This is an optimization exercise on Yosys and OpenROAD, whose aim is small area, a short achievable clock period and few clock cycles per item, not a production implementation. Function was checked by simulation only, so behaviour that the tests miss may differ from the original. Power is estimated from default activity; no workload was simulated.

==> flow/design.v <==
module calculator(
    input  wire        clk,
    input  wire        rst_n,
    input  wire        start,
    input  wire [1:0]  op,
    input  wire [15:0] a,
    input  wire [15:0] b,
    output wire [15:0] result,
    output reg         overflow,
    output reg         done,
    output reg         error
);
reg  [15:0] X, Y, R;
reg  [4:0]  cnt;         
reg  [1:0]  opr;         
wire is_mul = (opr == 2'b10);
wire is_div = (opr == 2'b11);
wire subtr  = opr[0];
wire addsub = ~opr[1];
wire [16:0] A = {R, Y[15] & ~is_mul};
wire [17:0] T;
pfx_add #(.W(17)) u_add (.a(A), .b({subtr, X}), .ci(subtr), .s(T[16:0]), .co(T[17]));
wire        cy = T[17];                  
wire [15:0] v = {R[11:0], Y[15:12]};
wire [15:0] top_x;
genvar gi;
generate
    for (gi = 0; gi < 16; gi = gi + 1) begin : tx
        if (gi == 15) begin : t
            assign top_x[gi] = 1'b1;
        end else begin : n
            assign top_x[gi] = &X[15:gi+1];
        end
    end
endgenerate
wire cnt_ge4  = |cnt[4:2];
wire skip_mul = cnt_ge4 & is_mul & (Y[15:12] == 4'd0);
wire skip_div = cnt_ge4 & is_div & (R[15:12] == 4'd0) & ~|(v & top_x);
wire skip     = skip_mul | skip_div;
wire use_t = addsub | (is_mul & Y[15]) | (is_div & cy);
wire q     = is_div & cy;
wire [4:0] cnt_m1 = cnt - 5'd1;
wire [4:0] cnt_m4 = cnt - 5'd4;
wire last = skip ? (cnt == 5'd4) : (cnt == 5'd1);
wire busy = |cnt;
wire b_zero    = (b == 16'd0);
wire st_div    = (op == 2'b11);
wire st_addsub = ~op[1];
wire ov_as  = busy & addsub;
wire ov_m   = busy & is_mul;
wire a15    = R[14];
wire ov_next = (overflow & ~ov_as)
             | (ov_m & (R[15] | (skip_mul & |R[14:12])))
             | (ov_m & ~skip_mul & Y[15] & T[16])
             | (ov_as & (a15 == X[15]) & (T[15] ^ a15));
always @(posedge clk) begin
    opr <= op;
    if (start) begin
        X      <= op[0] ? ~b : b;
        Y      <= {st_addsub ? a[0] : a[15], a[14:0]};
        R      <= st_addsub ? {1'b0, a[15:1]} : 16'd0;
        error  <= st_div & b_zero;
        overflow <= 1'b0;
    end else begin
        if (skip) begin
            R <= {R[11:0], Y[15:12]};
            Y <= {Y[11:0], 4'd0};
        end else begin
            R <= use_t ? T[15:0] : {R[14:0], Y[15]};
            Y <= {Y[14:0], q};
        end
        overflow <= ov_next;
    end
end
always @(posedge clk or negedge rst_n) begin
    if (!rst_n) begin
        cnt  <= 5'd0;
        done <= 1'b0;
    end else if (start) begin
        cnt  <= (st_div & b_zero) ? 5'd0 : (st_addsub ? 5'd1 : 5'd16);
        done <= st_div & b_zero;
    end else begin
        cnt  <= ~busy ? 5'd0 : (skip ? cnt_m4 : cnt_m1);
        done <= busy & last;
    end
end
assign result = (is_div & ~error) ? Y : R;
endmodule
module pfx_add #(parameter W = 16) (
    input  wire [W-1:0] a,
    input  wire [W-1:0] b,
    input  wire         ci,
    output wire [W-1:0] s,
    output wire         co
);
    wire [W:0] g [0:5];
    wire [W:0] p [0:5];
    assign g[0] = {a & b, ci};
    assign p[0] = {a ^ b, 1'b0};
    genvar l, i;
    generate
        for (l = 0; l < 5; l = l + 1) begin : lvl
            for (i = 0; i <= W; i = i + 1) begin : bt
                if (i >= (1 << l)) begin : mg
                    assign g[l+1][i] = g[l][i] | (p[l][i] & g[l][i - (1 << l)]);
                    assign p[l+1][i] = p[l][i] & p[l][i - (1 << l)];
                end else begin : cp
                    assign g[l+1][i] = g[l][i];
                    assign p[l+1][i] = p[l][i];
                end
            end
        end
    endgenerate
    assign s  = p[0][W:1] ^ g[5][W-1:0];
    assign co = g[5][W];
endmodule
export LEC_CHECK = 0
export ABC_AREA = 1
export CAP_MARGIN = 20
export CORE_MARGIN = 2
export CORE_UTILIZATION = 50
export SETUP_SLACK_MARGIN = 1.6
export SLEW_MARGIN = 20
create_clock -name core_clock -period 4.0 [get_ports {clk}]
standard.sh (not shown) runs the stock make flow with config.mk's settings and CLKGATE_MAP_FILE= SYNTH_SCRIPT=/design/flow/synth_recipe.tcl, a recipe that flattens the netlist after the stock synthesis.
==> flow/flow/run.sh <==
#!/bin/bash
# Own layout flow: the standard ORFS layout (standard.sh), with the port
# buffers that global placement inserts made plain buffers
# (sky130_fd_sc_hd__buf_1) instead of the delay cell buffer_ports picks by
# default. Every input and output port still gets its own buffer.
# Full tool output goes to flow.log in the work folder; ORFS's per-step logs
# stay under orfs/logs/.
set -euo pipefail
cd "$(dirname "$0")/.."
bash standard.sh "BUFFER_PORTS_ARGS=-buffer_cell sky130_fd_sc_hd__buf_1" finish > flow.log 2>&1
Testbench counts at the start, summed over its fixed seeds: cycles 20,242, ops 3,200.
==> next run, changes <==
--- a/flow/config.mk
+++ b/flow/config.mk
@@ -9,5 +9,5 @@
 export CAP_MARGIN = 20
 export CORE_MARGIN = 2
-export CORE_UTILIZATION = 50
-export SETUP_SLACK_MARGIN = 1.6
+export CORE_UTILIZATION = 40
+export SETUP_SLACK_MARGIN = 1.5
 export SLEW_MARGIN = 20
=> Count of clock-buffer cells in the layout falls by 1; utilization falls by 13 points; cell area falls slightly; wire length stays flat; maximum frequency falls slightly.

* * *

Starts from the design.v that is shown in full above.
==> flow/config.mk <==
export PLATFORM = sky130hd
export DESIGN_NAME = calculator
export DESIGN_NICKNAME = calculator
export VERILOG_FILES = /design/flow/design.v
export SDC_FILE = /design/flow/constraint.sdc
export NUM_CORES = 4
export LEC_CHECK = 0
export ABC_CLOCK_PERIOD_IN_PS = 1800
export CAP_MARGIN = 20
export CORE_MARGIN = 2
export CORE_UTILIZATION = 40
export SETUP_SLACK_MARGIN = 1.5
export SLEW_MARGIN = 20
==> flow/constraint.sdc <==
create_clock -name core_clock -period 4.0 [get_ports {clk}]
set_input_delay 0.8000 -clock core_clock [delete_from_list [all_inputs] [get_ports {clk}]]
set_output_delay 0.8000 -clock core_clock [all_outputs]
set_load 0.01 [all_outputs]
Scripts as last shown in full above: flow/flow/run.sh
The starting point produced a clean layout.
Testbench counts at the start, summed over its fixed seeds: cycles 20,242, ops 3,200.
Change:
ABC_CLOCK_PERIOD_IN_PS = 1500   (was 1800)
SETUP_SLACK_MARGIN = 1.2   (was 1.5)
Outcome: The changed run produced a clean layout. Final area went down by about 6%. Core utilization went down by 3.0 points. Clock skew hardly moves. Setup slack loses 0.26 ns. Flip-flop and latch count is unchanged. Cell count went down by 3.1%. Total power went down by about 5%. Worst hold slack gains 0.0061 ns.
Change:
ABC_AREA = 1   (was unset)
ABC_CLOCK_PERIOD_IN_PS = unset   (was 1500)
CORE_UTILIZATION = 50   (was 40)
SETUP_SLACK_MARGIN = 1.5   (was 1.2)
Global-route usage grows by 6.3 points.
Cell area grows by 4.9%.
Clock skew went up by 0.0060 ns.
Critical path depth is lower by 6.
Change:
ABC_AREA = unset   (was 1)
ABC_CLOCK_PERIOD_IN_PS = 1500   (was unset)
CORE_UTILIZATION = 40   (was 50)
Maximum frequency falls by 1.4%.
Setup slack loses 0.036 ns.
Via count falls by 14%.
Die area rises by 16%.
Routed wire length falls by 10%.
Clock skew falls by 0.0050 ns.
Count of clock-buffer cells in the layout falls by 3.
Total power barely changes.
First-iteration DRC count falls by 3.4%.
Hold slack gains 0.019 ns.
Change:
ABC_AREA = 1   (was unset)
ABC_CLOCK_PERIOD_IN_PS = unset   (was 1500)
SETUP_SLACK_MARGIN = 1.6   (was 1.5)
=> The changed run finished clean; critical path depth falls by 11; clock skew climbs by 0.0059 ns; core utilization is lower by 1.9 points; power rose slightly; routed wire length climbs by about a fifth.
Change:
ABC_AREA = unset   (was 1)
ABC_CLOCK_PERIOD_IN_PS = 1500   (was unset)
SETUP_SLACK_MARGIN = 1.7   (was 1.6)
Outcome: The changed run completed without violations; first-iteration DRC count went down by 37%; design area went up by 12%; routed wire length went down by 3.3%; critical path depth went up by 9; worst hold slack improves by 0.019 ns; sequential share of layout area went down by 2.8 points.

separate check: timing with driven ports:
In the flow no input, the clock included, has a driving cell. The finished layouts below were timed again as built, in two steps. Step 1 sets driving cells, clkbuf_16 on the clock port and buf_2 on the other inputs (assumed; they add their load-dependent delay and slew). Step 2 adds t to the input delays and takes it off the output delays; t is the mean of the earliest and latest rising clock arrival at the registers after step 1. Input paths then give back, and output paths get back, about the clock's delay inside the block. Slacks: ideal ports / drivers / drivers and shift; pairs: ideal ports / drivers.
run | t (ns) | setup slack, ns | latest minus earliest clock arrival (ns)
the first run of note 1 | 0.381 | 1.597 / 1.561 / 1.565 | 0.014 / 0.014
the second run of note 1 | 0.393 | 1.552 / 1.513 / 1.466 | 0.012 / 0.012
the first run of note 2 | 0.388 | 1.531 / 1.526 / 1.531 | 0.008 / 0.007
the second run of note 2 | 0.382 | 1.272 / 1.272 / 1.272 | 0.006 / 0.007
the third run of note 2 | 0.374 | 1.566 / 1.531 / 1.604 | 0.013 / 0.013
the fourth run of note 2 | 0.388 | 1.531 / 1.526 / 1.531 | 0.008 / 0.007
the fifth run of note 2 | 0.387 | 1.601 / 1.566 / 1.456 | 0.013 / 0.014
the sixth run of note 2 | 0.389 | 1.577 / 1.564 / 1.431 | 0.010 / 0.010
After both steps every run listed still meets setup and hold. The setup slack of the sixth run of note 2, which loses most, moves by -0.013 ns with the drivers and by -0.146 ns with both steps.
